Context: an optimization exercise on an open-source flow, tuned for small area, a short achievable clock period and few clock cycles per item. The choices shown serve that exercise and are no tape-out recipe. At most, simulation tests tie the RTL to the original design; equivalence was not proved.

==> run B: inputs <==
## cpuops
module	cpuops(i_clk,i_reset, i_stb, i_op, i_a, i_b, o_c, o_f, o_valid,
			o_busy);
	input	wire	i_clk, i_reset, i_stb;
	input	wire	[3:0]	i_op;
	input	wire	[31:0]	i_a, i_b;
	output	reg	[31:0]	o_c;
	output	wire	[3:0]	o_f;
	output	reg		o_valid;
	output	wire		o_busy;
	reg	c, pre_sign, set_ovfl, keep_sgn_on_ovfl;
	wire	this_is_a_multiply_op;
	assign	this_is_a_multiply_op = (i_stb)&&((i_op[3:1]==3'h5)||(i_op[3:0]==4'hc));
	wire		mpybusy, mpylast;
	wire	[31:0]	mpy_next;
	mpyop	thempy(i_clk, i_reset, this_is_a_multiply_op, i_op[1:0],
		i_a, i_b, mpybusy, mpylast, mpy_next);
	wire	[31:0]	next_c;
	wire		next_carry;
	aluop	thealu(i_stb, i_op, i_a, i_b, mpy_next, next_c, next_carry);
	always @(posedge i_clk)
	begin
		pre_sign <= i_a[31];
		c <= next_carry;
		set_ovfl <= i_stb && (((i_op==4'h0)&&(i_a[31] != i_b[31]))
			||((i_op==4'h2)&&(i_a[31] == i_b[31]))
			||(i_op == 4'h6)
			||(i_op == 4'h5));
		keep_sgn_on_ovfl <= i_stb &&
			(((i_op==4'h0)&&(i_a[31] != i_b[31]))
			||((i_op==4'h2)&&(i_a[31] == i_b[31])));
		o_c <= next_c;
	end
	assign	o_busy = mpybusy;
	wire	z = (o_c == 32'h0000);
	wire	n = (o_c[31]);
	wire	v = (set_ovfl)&&(pre_sign != o_c[31]);
	wire	vx = (keep_sgn_on_ovfl)&&(pre_sign != o_c[31]);
	assign	o_f = { v, n^vx, c, z };
	always @(posedge i_clk)
	if (i_reset)
		o_valid <= 1'b0;
	else
		o_valid <=((i_stb)&&(!this_is_a_multiply_op))||(mpylast);
endmodule
clock: 10.0 ns
lec_check: 0
cap_margin: 20
core_margin: 2
core_utilization: 40
setup_slack_margin: 3.5
slew_margin: 20
run.sh (not shown) runs the stock make flow with config.mk's settings and CLKGATE_MAP_FILE= SYNTH_SCRIPT=/design/flow/synth_recipe.tcl, a recipe that flattens the netlist after the stock synthesis.
==> inputs of run Z, as changes to run B <==
--- a/flow/design.v
+++ b/flow/design.v
@@ -73,24 +73,26 @@
 			o_p   <= partial[NA+NB-1:0];
 		o_aux <= aux;
 	end
 endmodule
 `default_nettype	none
-module	mpyop(i_clk, i_reset, i_start, i_op, i_a, i_b, o_busy, o_last, o_next);
+module	mpyop(i_clk, i_reset, i_start, i_op, i_a, i_b, i_areg, o_busy, o_last, o_next);
 	localparam	ND = 6, NS = 3;
 	localparam	NB = 12;	 
 	localparam	R  = 8;	 
 	localparam	SW = 46;	 
 	input	wire		i_clk, i_reset, i_start;
 	input	wire	[1:0]	i_op;	 
 	input	wire	[31:0]	i_a, i_b;
+	input	wire	[31:0]	i_areg;	 
 	output	wire		o_busy;	 
 	output	wire		o_last;	 
 	output	wire	[31:0]	o_next;	 
 	genvar	i;
 	reg	[NS-1:0]	stage;
-	reg	[32:0]		r_a;	 
+	reg			r_asgn;	 
+	wire	[32:0]		r_a = { r_asgn, i_areg };
 	reg	[33:0]		acc;	 
 	reg	[31:0]		bsh;	 
 	reg			r_sgn, r_hi;
 	reg	[ND-1:0]	d_one, d_two, d_neg;	 
 	always @(posedge i_clk)
@@ -104,16 +106,16 @@
 	wire	ext = r_sgn & bsh[R+NB-1];	 
 	wire	[NB:0]	nchunk;
 	generate for(i=0; i<NB; i=i+1)
 	begin : NCHUNK
 		if (i < R)
-			assign nchunk[i+1] = (i_start) ? i_b[i] : bsh[NB+i];
+			assign nchunk[i+1] = (o_busy) ? bsh[NB+i] : i_b[i];
 		else
-			assign nchunk[i+1] = (i_start) ? i_b[i]
-					: ((nlast) ? ext : bsh[NB+i]);
+			assign nchunk[i+1] = (o_busy)
+					? ((nlast) ? ext : bsh[NB+i]) : i_b[i];
 	end endgenerate
-	assign	nchunk[0] = (i_start) ? 1'b0 : bsh[NB-1];
+	assign	nchunk[0] = (o_busy) ? bsh[NB-1] : 1'b0;
 	generate for(i=0; i<ND; i=i+1)
 	begin : ENC
 		wire	bm = nchunk[2*i];
 		wire	b0 = nchunk[2*i+1];
 		wire	b1 = nchunk[2*i+2];
@@ -545,13 +547,13 @@
 	wire t397 = !rx5[32];
 	wire	[SW-1:0]	tx = { 1'b1, 1'b1, rx5[32], t397, t394, t393, t390, t389, t387, t385, t382, t380, t378, t376, t374, t372, t370, t368, t366, t364, t362, t360, t358, t356, t354, t352, t350, t348, t346, t344, t342, t340, t338, t336, t334, t332, t330, t328, t326, t324, t322, t320, t318, t316, t314, t313 };
 	wire	[SW-1:0]	ty = { 1'b0, 1'b0, rx5[33], t396, t395, t392, t391, t388, t386, t384, t383, t381, t379, t377, t375, t373, t371, t369, t367, t365, t363, t361, t359, t357, t355, t353, t351, t349, t347, t345, t343, t341, t339, t337, t335, t333, t331, t329, t327, t325, t323, t321, t319, t317, t315, rx0[0] };
 	wire	[SW-1:0]	rsum = tx + ty;
 	always @(posedge i_clk)
-	if (i_start)
+	if (!o_busy)
 	begin
-		r_a   <= { i_op[0] & i_a[31], i_a };
+		r_asgn <= i_op[0] & i_a[31];
 		bsh   <= i_b;
 		r_sgn <= i_op[0];
 		r_hi  <= i_op[1];
 	end else
 		bsh   <= { rsum[NB-1:0], bsh[31:NB] };
@@ -573,23 +575,24 @@
 	wire	this_is_a_multiply_op;
 	assign	this_is_a_multiply_op = (i_stb)&&((i_op[3:1]==3'h5)||(i_op[3:0]==4'hc));
 	wire		mpybusy, mpylast;
 	wire	[31:0]	mpy_next;
 	mpyop	thempy(i_clk, i_reset, this_is_a_multiply_op, i_op[1:0],
-		i_a, i_b, mpybusy, mpylast, mpy_next);
+		i_a, i_b, o_c, mpybusy, mpylast, mpy_next);
 	wire	[31:0]	next_c;
 	wire		next_carry;
-	aluop	thealu(i_stb, i_op, i_a, i_b, mpy_next, next_c, next_carry);
+	aluop	thealu(mpybusy, mpylast, i_op, i_a, i_b, mpy_next, o_c,
+			next_c, next_carry);
 	always @(posedge i_clk)
 	begin
 		pre_sign <= i_a[31];
 		c <= next_carry;
-		set_ovfl <= i_stb && (((i_op==4'h0)&&(i_a[31] != i_b[31]))
+		set_ovfl <= !mpybusy && (((i_op==4'h0)&&(i_a[31] != i_b[31]))
 			||((i_op==4'h2)&&(i_a[31] == i_b[31]))
 			||(i_op == 4'h6)
 			||(i_op == 4'h5));
-		keep_sgn_on_ovfl <= i_stb &&
+		keep_sgn_on_ovfl <= !mpybusy &&
 			(((i_op==4'h0)&&(i_a[31] != i_b[31]))
 			||((i_op==4'h2)&&(i_a[31] == i_b[31])));
 		o_c <= next_c;
 	end
 	assign	o_busy = mpybusy;
@@ -602,15 +605,15 @@
 	if (i_reset)
 		o_valid <= 1'b0;
 	else
 		o_valid <=((i_stb)&&(!this_is_a_multiply_op))||(mpylast);
 endmodule
-module	aluop(i_stb, i_op, i_a, i_b, i_mpy, o_r, o_c);
-	input	wire		i_stb;
+module	aluop(i_busy, i_last, i_op, i_a, i_b, i_mpy, i_hold, o_r, o_c);
+	input	wire		i_busy, i_last;
 	input	wire	[3:0]	i_op;
 	input	wire	[31:0]	i_a, i_b;
-	input	wire	[31:0]	i_mpy;
+	input	wire	[31:0]	i_mpy, i_hold;
 	output	wire	[31:0]	o_r;
 	output	wire		o_c;
 	genvar	k;
 	wire		sub = !i_op[1];
 	wire	[32:0]	sum = { 1'b0, i_a } + { 1'b0, i_b ^ {(32){sub}} }
@@ -632,29 +635,40 @@
 	wire	[31:0]	sh_rev;
 	generate for(k=0; k<32; k=k+1)
 	begin : SREV
 		assign	sh_rev[k] = sh_r[32-k];
 	end endgenerate
-	wire	op_arith = i_stb && (i_op[3:2] == 2'b00) && !i_op[0];  
-	wire	op_rsh   = i_stb && (i_op[3:2] == 2'b01) && i_op[0];   
-	wire	op_lsl   = i_stb && (i_op == 4'h6);
-	wire	op_and   = (i_op == 4'h1);
-	wire	op_or    = (i_op == 4'h3);
-	wire	op_xor   = (i_op == 4'h4);
-	wire	op_brev  = (i_op == 4'h8);
-	wire	op_ldilo = (i_op == 4'h9);
-	wire	op_mov   = (i_op[3:1] == 3'b101) || (i_op[3:2] == 2'b11);
-	wire	op_logic = i_stb && (op_and || op_or || op_xor || op_brev
-					|| op_ldilo || op_mov);
-	wire	[31:0]	logic_r = ({(32){op_and}} & (i_a & i_b))
-			| ({(32){op_or}} & (i_a | i_b))
-			| ({(32){op_xor}} & (i_a ^ i_b))
-			| ({(32){op_brev}} & b_rev)
-			| ({(32){op_ldilo}} & { i_a[31:16], i_b[15:0] })
-			| ({(32){op_mov}} & i_b);
+	wire	alu = !i_busy;
+	wire	op_arith = alu && (i_op[3:2] == 2'b00) && !i_op[0];  
+	wire	op_rsh   = alu && (i_op[3:2] == 2'b01) && i_op[0];   
+	wire	op_lsl   = alu && (i_op == 4'h6);
+	reg	t3, t2h, t1h, t2l, t1l, lg;
+	always @(*)
+	begin
+		{ lg, t3, t2h, t1h, t2l, t1l } = 6'b0;
+		case(i_op)
+		4'h1: { lg, t3, t2h, t1h, t2l, t1l } = 6'b11_00_00;
+		4'h3: { lg, t3, t2h, t1h, t2l, t1l } = 6'b11_11_11;
+		4'h4: { lg, t3, t2h, t1h, t2l, t1l } = 6'b10_11_11;
+		4'h9: { lg, t3, t2h, t1h, t2l, t1l } = 6'b11_10_01;
+		4'ha, 4'hb, 4'hc:
+		      { lg, t3, t2h, t1h, t2l, t1l } = 6'b11_10_10;
+		4'hd, 4'he, 4'hf:
+		      { lg, t3, t2h, t1h, t2l, t1l } = 6'b11_01_01;
+		default: { lg, t3, t2h, t1h, t2l, t1l } = 6'b0;
+		endcase
+	end
+	wire	op_brev = alu && (i_op == 4'h8);
+	wire	op_logic = alu && lg;
+	wire	[31:0]	t2 = { {(16){t2h}}, {(16){t2l}} };
+	wire	[31:0]	t1 = { {(16){t1h}}, {(16){t1l}} };
+	wire	[31:0]	logic_r = ({(32){t3}} & i_a & i_b) | (t2 & i_a & ~i_b)
+			| (t1 & ~i_a & i_b);
 	assign	o_r = ({(32){op_arith}} & sum[31:0])
 			| ({(32){op_rsh}} & sh_r[32:1])
 			| ({(32){op_lsl}} & sh_rev)
 			| ({(32){op_logic}} & logic_r)
-			| ({(32){!i_stb}} & i_mpy);
+			| ({(32){op_brev}} & b_rev)
+			| ({(32){i_last}} & i_mpy)
+			| ({(32){i_busy && !i_last}} & i_hold);
 	assign	o_c = (op_arith & c_add) | ((op_rsh | op_lsl) & sh_r[0]);
 endmodule
==> flow/flow/run.sh (new file) <==
#!/bin/bash
# The standard layout, with the port buffers made of plain buffers
# (sky130_fd_sc_hd__buf_4) instead of the delay cell buffer_ports picks,
# and timing repair free to resize them. The make log goes to standard_flow.log.
set -euo pipefail
bash standard.sh MATCH_CELL_FOOTPRINT=0 "BUFFER_PORTS_ARGS=-buffer_cell sky130_fd_sc_hd__buf_4" finish > standard_flow.log 2>&1
==> flow/standard.sh (new file) <==
#!/bin/bash
# synth_recipe.tcl (not shown) runs the flow's synth.tcl, then flattens the netlist and writes it again
# the make line also repeats each setting of config.mk as NAME=value (left out here)
make -C /OpenROAD-flow-scripts/flow DESIGN_CONFIG=/design/flow/config.mk WORK_HOME=/design/flow/orfs CLKGATE_MAP_FILE= SYNTH_SCRIPT=/design/flow/synth_recipe.tcl "${@:-finish}"
SETUP_SLACK_MARGIN = 5   (was 3.5)
removed: flow/run.sh
==> inputs of run P, as changes to run B <==
--- a/flow/design.v
+++ b/flow/design.v
@@ -73,24 +73,26 @@
 			o_p   <= partial[NA+NB-1:0];
 		o_aux <= aux;
 	end
 endmodule
 `default_nettype	none
-module	mpyop(i_clk, i_reset, i_start, i_op, i_a, i_b, o_busy, o_last, o_next);
+module	mpyop(i_clk, i_reset, i_start, i_op, i_a, i_b, i_areg, o_busy, o_last, o_next);
 	localparam	ND = 6, NS = 3;
 	localparam	NB = 12;	 
 	localparam	R  = 8;	 
 	localparam	SW = 46;	 
 	input	wire		i_clk, i_reset, i_start;
 	input	wire	[1:0]	i_op;	 
 	input	wire	[31:0]	i_a, i_b;
+	input	wire	[31:0]	i_areg;	 
 	output	wire		o_busy;	 
 	output	wire		o_last;	 
 	output	wire	[31:0]	o_next;	 
 	genvar	i;
 	reg	[NS-1:0]	stage;
-	reg	[32:0]		r_a;	 
+	reg			r_asgn;	 
+	wire	[32:0]		r_a = { r_asgn, i_areg };
 	reg	[33:0]		acc;	 
 	reg	[31:0]		bsh;	 
 	reg			r_sgn, r_hi;
 	reg	[ND-1:0]	d_one, d_two, d_neg;	 
 	always @(posedge i_clk)
@@ -104,16 +106,16 @@
 	wire	ext = r_sgn & bsh[R+NB-1];	 
 	wire	[NB:0]	nchunk;
 	generate for(i=0; i<NB; i=i+1)
 	begin : NCHUNK
 		if (i < R)
-			assign nchunk[i+1] = (i_start) ? i_b[i] : bsh[NB+i];
+			assign nchunk[i+1] = (o_busy) ? bsh[NB+i] : i_b[i];
 		else
-			assign nchunk[i+1] = (i_start) ? i_b[i]
-					: ((nlast) ? ext : bsh[NB+i]);
+			assign nchunk[i+1] = (o_busy)
+					? ((nlast) ? ext : bsh[NB+i]) : i_b[i];
 	end endgenerate
-	assign	nchunk[0] = (i_start) ? 1'b0 : bsh[NB-1];
+	assign	nchunk[0] = (o_busy) ? bsh[NB-1] : 1'b0;
 	generate for(i=0; i<ND; i=i+1)
 	begin : ENC
 		wire	bm = nchunk[2*i];
 		wire	b0 = nchunk[2*i+1];
 		wire	b1 = nchunk[2*i+2];
@@ -545,13 +547,13 @@
 	wire t397 = !rx5[32];
 	wire	[SW-1:0]	tx = { 1'b1, 1'b1, rx5[32], t397, t394, t393, t390, t389, t387, t385, t382, t380, t378, t376, t374, t372, t370, t368, t366, t364, t362, t360, t358, t356, t354, t352, t350, t348, t346, t344, t342, t340, t338, t336, t334, t332, t330, t328, t326, t324, t322, t320, t318, t316, t314, t313 };
 	wire	[SW-1:0]	ty = { 1'b0, 1'b0, rx5[33], t396, t395, t392, t391, t388, t386, t384, t383, t381, t379, t377, t375, t373, t371, t369, t367, t365, t363, t361, t359, t357, t355, t353, t351, t349, t347, t345, t343, t341, t339, t337, t335, t333, t331, t329, t327, t325, t323, t321, t319, t317, t315, rx0[0] };
 	wire	[SW-1:0]	rsum = tx + ty;
 	always @(posedge i_clk)
-	if (i_start)
+	if (!o_busy)
 	begin
-		r_a   <= { i_op[0] & i_a[31], i_a };
+		r_asgn <= i_op[0] & i_a[31];
 		bsh   <= i_b;
 		r_sgn <= i_op[0];
 		r_hi  <= i_op[1];
 	end else
 		bsh   <= { rsum[NB-1:0], bsh[31:NB] };
@@ -573,23 +575,24 @@
 	wire	this_is_a_multiply_op;
 	assign	this_is_a_multiply_op = (i_stb)&&((i_op[3:1]==3'h5)||(i_op[3:0]==4'hc));
 	wire		mpybusy, mpylast;
 	wire	[31:0]	mpy_next;
 	mpyop	thempy(i_clk, i_reset, this_is_a_multiply_op, i_op[1:0],
-		i_a, i_b, mpybusy, mpylast, mpy_next);
+		i_a, i_b, o_c, mpybusy, mpylast, mpy_next);
 	wire	[31:0]	next_c;
 	wire		next_carry;
-	aluop	thealu(i_stb, i_op, i_a, i_b, mpy_next, next_c, next_carry);
+	aluop	thealu(mpybusy, mpylast, i_op, i_a, i_b, mpy_next, o_c,
+			next_c, next_carry);
 	always @(posedge i_clk)
 	begin
 		pre_sign <= i_a[31];
 		c <= next_carry;
-		set_ovfl <= i_stb && (((i_op==4'h0)&&(i_a[31] != i_b[31]))
+		set_ovfl <= !mpybusy && (((i_op==4'h0)&&(i_a[31] != i_b[31]))
 			||((i_op==4'h2)&&(i_a[31] == i_b[31]))
 			||(i_op == 4'h6)
 			||(i_op == 4'h5));
-		keep_sgn_on_ovfl <= i_stb &&
+		keep_sgn_on_ovfl <= !mpybusy &&
 			(((i_op==4'h0)&&(i_a[31] != i_b[31]))
 			||((i_op==4'h2)&&(i_a[31] == i_b[31])));
 		o_c <= next_c;
 	end
 	assign	o_busy = mpybusy;
@@ -602,15 +605,15 @@
 	if (i_reset)
 		o_valid <= 1'b0;
 	else
 		o_valid <=((i_stb)&&(!this_is_a_multiply_op))||(mpylast);
 endmodule
-module	aluop(i_stb, i_op, i_a, i_b, i_mpy, o_r, o_c);
-	input	wire		i_stb;
+module	aluop(i_busy, i_last, i_op, i_a, i_b, i_mpy, i_hold, o_r, o_c);
+	input	wire		i_busy, i_last;
 	input	wire	[3:0]	i_op;
 	input	wire	[31:0]	i_a, i_b;
-	input	wire	[31:0]	i_mpy;
+	input	wire	[31:0]	i_mpy, i_hold;
 	output	wire	[31:0]	o_r;
 	output	wire		o_c;
 	genvar	k;
 	wire		sub = !i_op[1];
 	wire	[32:0]	sum = { 1'b0, i_a } + { 1'b0, i_b ^ {(32){sub}} }
@@ -632,29 +635,40 @@
 	wire	[31:0]	sh_rev;
 	generate for(k=0; k<32; k=k+1)
 	begin : SREV
 		assign	sh_rev[k] = sh_r[32-k];
 	end endgenerate
-	wire	op_arith = i_stb && (i_op[3:2] == 2'b00) && !i_op[0];  
-	wire	op_rsh   = i_stb && (i_op[3:2] == 2'b01) && i_op[0];   
-	wire	op_lsl   = i_stb && (i_op == 4'h6);
-	wire	op_and   = (i_op == 4'h1);
-	wire	op_or    = (i_op == 4'h3);
-	wire	op_xor   = (i_op == 4'h4);
-	wire	op_brev  = (i_op == 4'h8);
-	wire	op_ldilo = (i_op == 4'h9);
-	wire	op_mov   = (i_op[3:1] == 3'b101) || (i_op[3:2] == 2'b11);
-	wire	op_logic = i_stb && (op_and || op_or || op_xor || op_brev
-					|| op_ldilo || op_mov);
-	wire	[31:0]	logic_r = ({(32){op_and}} & (i_a & i_b))
-			| ({(32){op_or}} & (i_a | i_b))
-			| ({(32){op_xor}} & (i_a ^ i_b))
-			| ({(32){op_brev}} & b_rev)
-			| ({(32){op_ldilo}} & { i_a[31:16], i_b[15:0] })
-			| ({(32){op_mov}} & i_b);
+	wire	alu = !i_busy;
+	wire	op_arith = alu && (i_op[3:2] == 2'b00) && !i_op[0];  
+	wire	op_rsh   = alu && (i_op[3:2] == 2'b01) && i_op[0];   
+	wire	op_lsl   = alu && (i_op == 4'h6);
+	reg	t3, t2h, t1h, t2l, t1l, lg;
+	always @(*)
+	begin
+		{ lg, t3, t2h, t1h, t2l, t1l } = 6'b0;
+		case(i_op)
+		4'h1: { lg, t3, t2h, t1h, t2l, t1l } = 6'b11_00_00;
+		4'h3: { lg, t3, t2h, t1h, t2l, t1l } = 6'b11_11_11;
+		4'h4: { lg, t3, t2h, t1h, t2l, t1l } = 6'b10_11_11;
+		4'h9: { lg, t3, t2h, t1h, t2l, t1l } = 6'b11_10_01;
+		4'ha, 4'hb, 4'hc:
+		      { lg, t3, t2h, t1h, t2l, t1l } = 6'b11_10_10;
+		4'hd, 4'he, 4'hf:
+		      { lg, t3, t2h, t1h, t2l, t1l } = 6'b11_01_01;
+		default: { lg, t3, t2h, t1h, t2l, t1l } = 6'b0;
+		endcase
+	end
+	wire	op_brev = alu && (i_op == 4'h8);
+	wire	op_logic = alu && lg;
+	wire	[31:0]	t2 = { {(16){t2h}}, {(16){t2l}} };
+	wire	[31:0]	t1 = { {(16){t1h}}, {(16){t1l}} };
+	wire	[31:0]	logic_r = ({(32){t3}} & i_a & i_b) | (t2 & i_a & ~i_b)
+			| (t1 & ~i_a & i_b);
 	assign	o_r = ({(32){op_arith}} & sum[31:0])
 			| ({(32){op_rsh}} & sh_r[32:1])
 			| ({(32){op_lsl}} & sh_rev)
 			| ({(32){op_logic}} & logic_r)
-			| ({(32){!i_stb}} & i_mpy);
+			| ({(32){op_brev}} & b_rev)
+			| ({(32){i_last}} & i_mpy)
+			| ({(32){i_busy && !i_last}} & i_hold);
 	assign	o_c = (op_arith & c_add) | ((op_rsh | op_lsl) & sh_r[0]);
 endmodule
==> flow/flow/run.sh (new file) <==
#!/bin/bash
# The standard layout, with the port buffers made of plain buffers
# (sky130_fd_sc_hd__buf_4) instead of the delay cell buffer_ports picks,
# and timing repair free to resize them. The make log goes to standard_flow.log.
set -euo pipefail
bash standard.sh MATCH_CELL_FOOTPRINT=0 "BUFFER_PORTS_ARGS=-buffer_cell sky130_fd_sc_hd__buf_4" finish > standard_flow.log 2>&1
==> flow/standard.sh (new file) <==
#!/bin/bash
# synth_recipe.tcl (not shown) runs the flow's synth.tcl, then flattens the netlist and writes it again
# the make line also repeats each setting of config.mk as NAME=value (left out here)
make -C /OpenROAD-flow-scripts/flow DESIGN_CONFIG=/design/flow/config.mk WORK_HOME=/design/flow/orfs CLKGATE_MAP_FILE= SYNTH_SCRIPT=/design/flow/synth_recipe.tcl "${@:-finish}"
ABC_AREA = 1   (was unset)
SETUP_SLACK_MARGIN = 5   (was 3.5)
removed: flow/run.sh
==> qor summary <==
|  | run P | run Z | run B |
|---|---|---|---|
| Upper clock frequency limit | 0.199 GHz | 0.193 GHz | 0.160 GHz |
| Net count after synthesis | 3680 | 2889 | 3033 |
| Share of the yosys chip area belonging to registers | 11.2% | 11.5% | 15.0% |
| Mux share of post-synthesis cell area | 0% | 7.89% | 6.72% |
| Launching element of the worst setup path | thempy.d_one[1]$_DFF_P_ | thempy.d_one[1]$_DFF_P_ | thempy.d_two[1]$_DFF_P_ |
| Arrival time of the worst setup path | 5.34 ns | 5.51 ns | 6.53 ns |
| Standard-cell rows | 85 | 83 | 87 |
| Capture instance of the worst register-to-register path | o_c[27]$_DFF_P_ | thempy.acc[31]$_DFF_P_ | o_c[23]$_DFF_P_ |
| DRC marker count from the first detailed-route iteration | 3169 | 2579 | 2661 |
| Worst Hold Margin | 0.471 ns | 0.471 ns | 0.479 ns |
| Worst slack at placement | 3.98 ns | 3.97 ns | 3.50 ns |
| CP Buf/Inv Count | 4 | 2 | 2 |
| Clock buffer instance count of the final layout | 18 | 18 | 19 |
| Status | finished clean | finished clean | finished clean |
| Register Area | 2490 sq um | 2520 sq um | 3390 sq um |
| Fraction of the mapped netlist area in compound gates | 17.4% | 25.8% | 24.3% |
| Slew of the pin with the lowest slew margin | 1.12 ns | 1.21 ns | 1.23 ns |
| Count of unique library cells instantiated by Yosys | 52 | 78 | 78 |
| Slack of the critical path | 4.98 ns | 4.81 ns | 3.76 ns |
| Routing usage on met1 | 47.5% | 44.1% | 44.0% |
Testbench counts of run Z, summed over its fixed seeds: cycles 28,765, items 16,384.
Testbench counts of run P, summed over its fixed seeds: cycles 28,765, items 16,384.
Function not checked in run B: the RTL went through the layout flow alone.

[afterwards: timing with drivers on the ports]
The flow's constraints put no driver on any port. The routed layouts listed below were extracted and timed again, unchanged, in two steps.
Step 1 (the two cells are an assumption about what drives the block):
set clk [get_ports {i_clk}]
set_driving_cell -lib_cell sky130_fd_sc_hd__clkbuf_16 $clk
set_driving_cell -lib_cell sky130_fd_sc_hd__buf_2 [delete_from_list [all_inputs] $clk]
Step 2 moves the port delays by t, midway between the first and last clock arrival at a register: inputs arrive t later, outputs are due t later. That takes back most of the time a late clock gives input paths.
Three values: no drivers, after step 1, after step 2; two values: the first two.
| run | shift t [ns] | setup WS [ns] | latest minus earliest clock arrival (ns) | slew at the worst register clock pin (ns) |
|---|---|---|---|---|
| run B | 0.500 | 3.763 / 3.763 / 3.545 | 0.017 / 0.016 | 0.08 / 0.08 |
| run Z | 0.484 | 4.814 / 4.814 / 4.463 | 0.014 / 0.013 | 0.07 / 0.07 |
| run P | 0.498 | 4.983 / 4.983 / 4.660 | 0.013 / 0.013 | 0.07 / 0.07 |
After both steps every run listed still meets setup and hold. For run Z, which loses most, drivers alone change the setup slack by 0.000 ns; drivers and shift together by -0.351 ns.
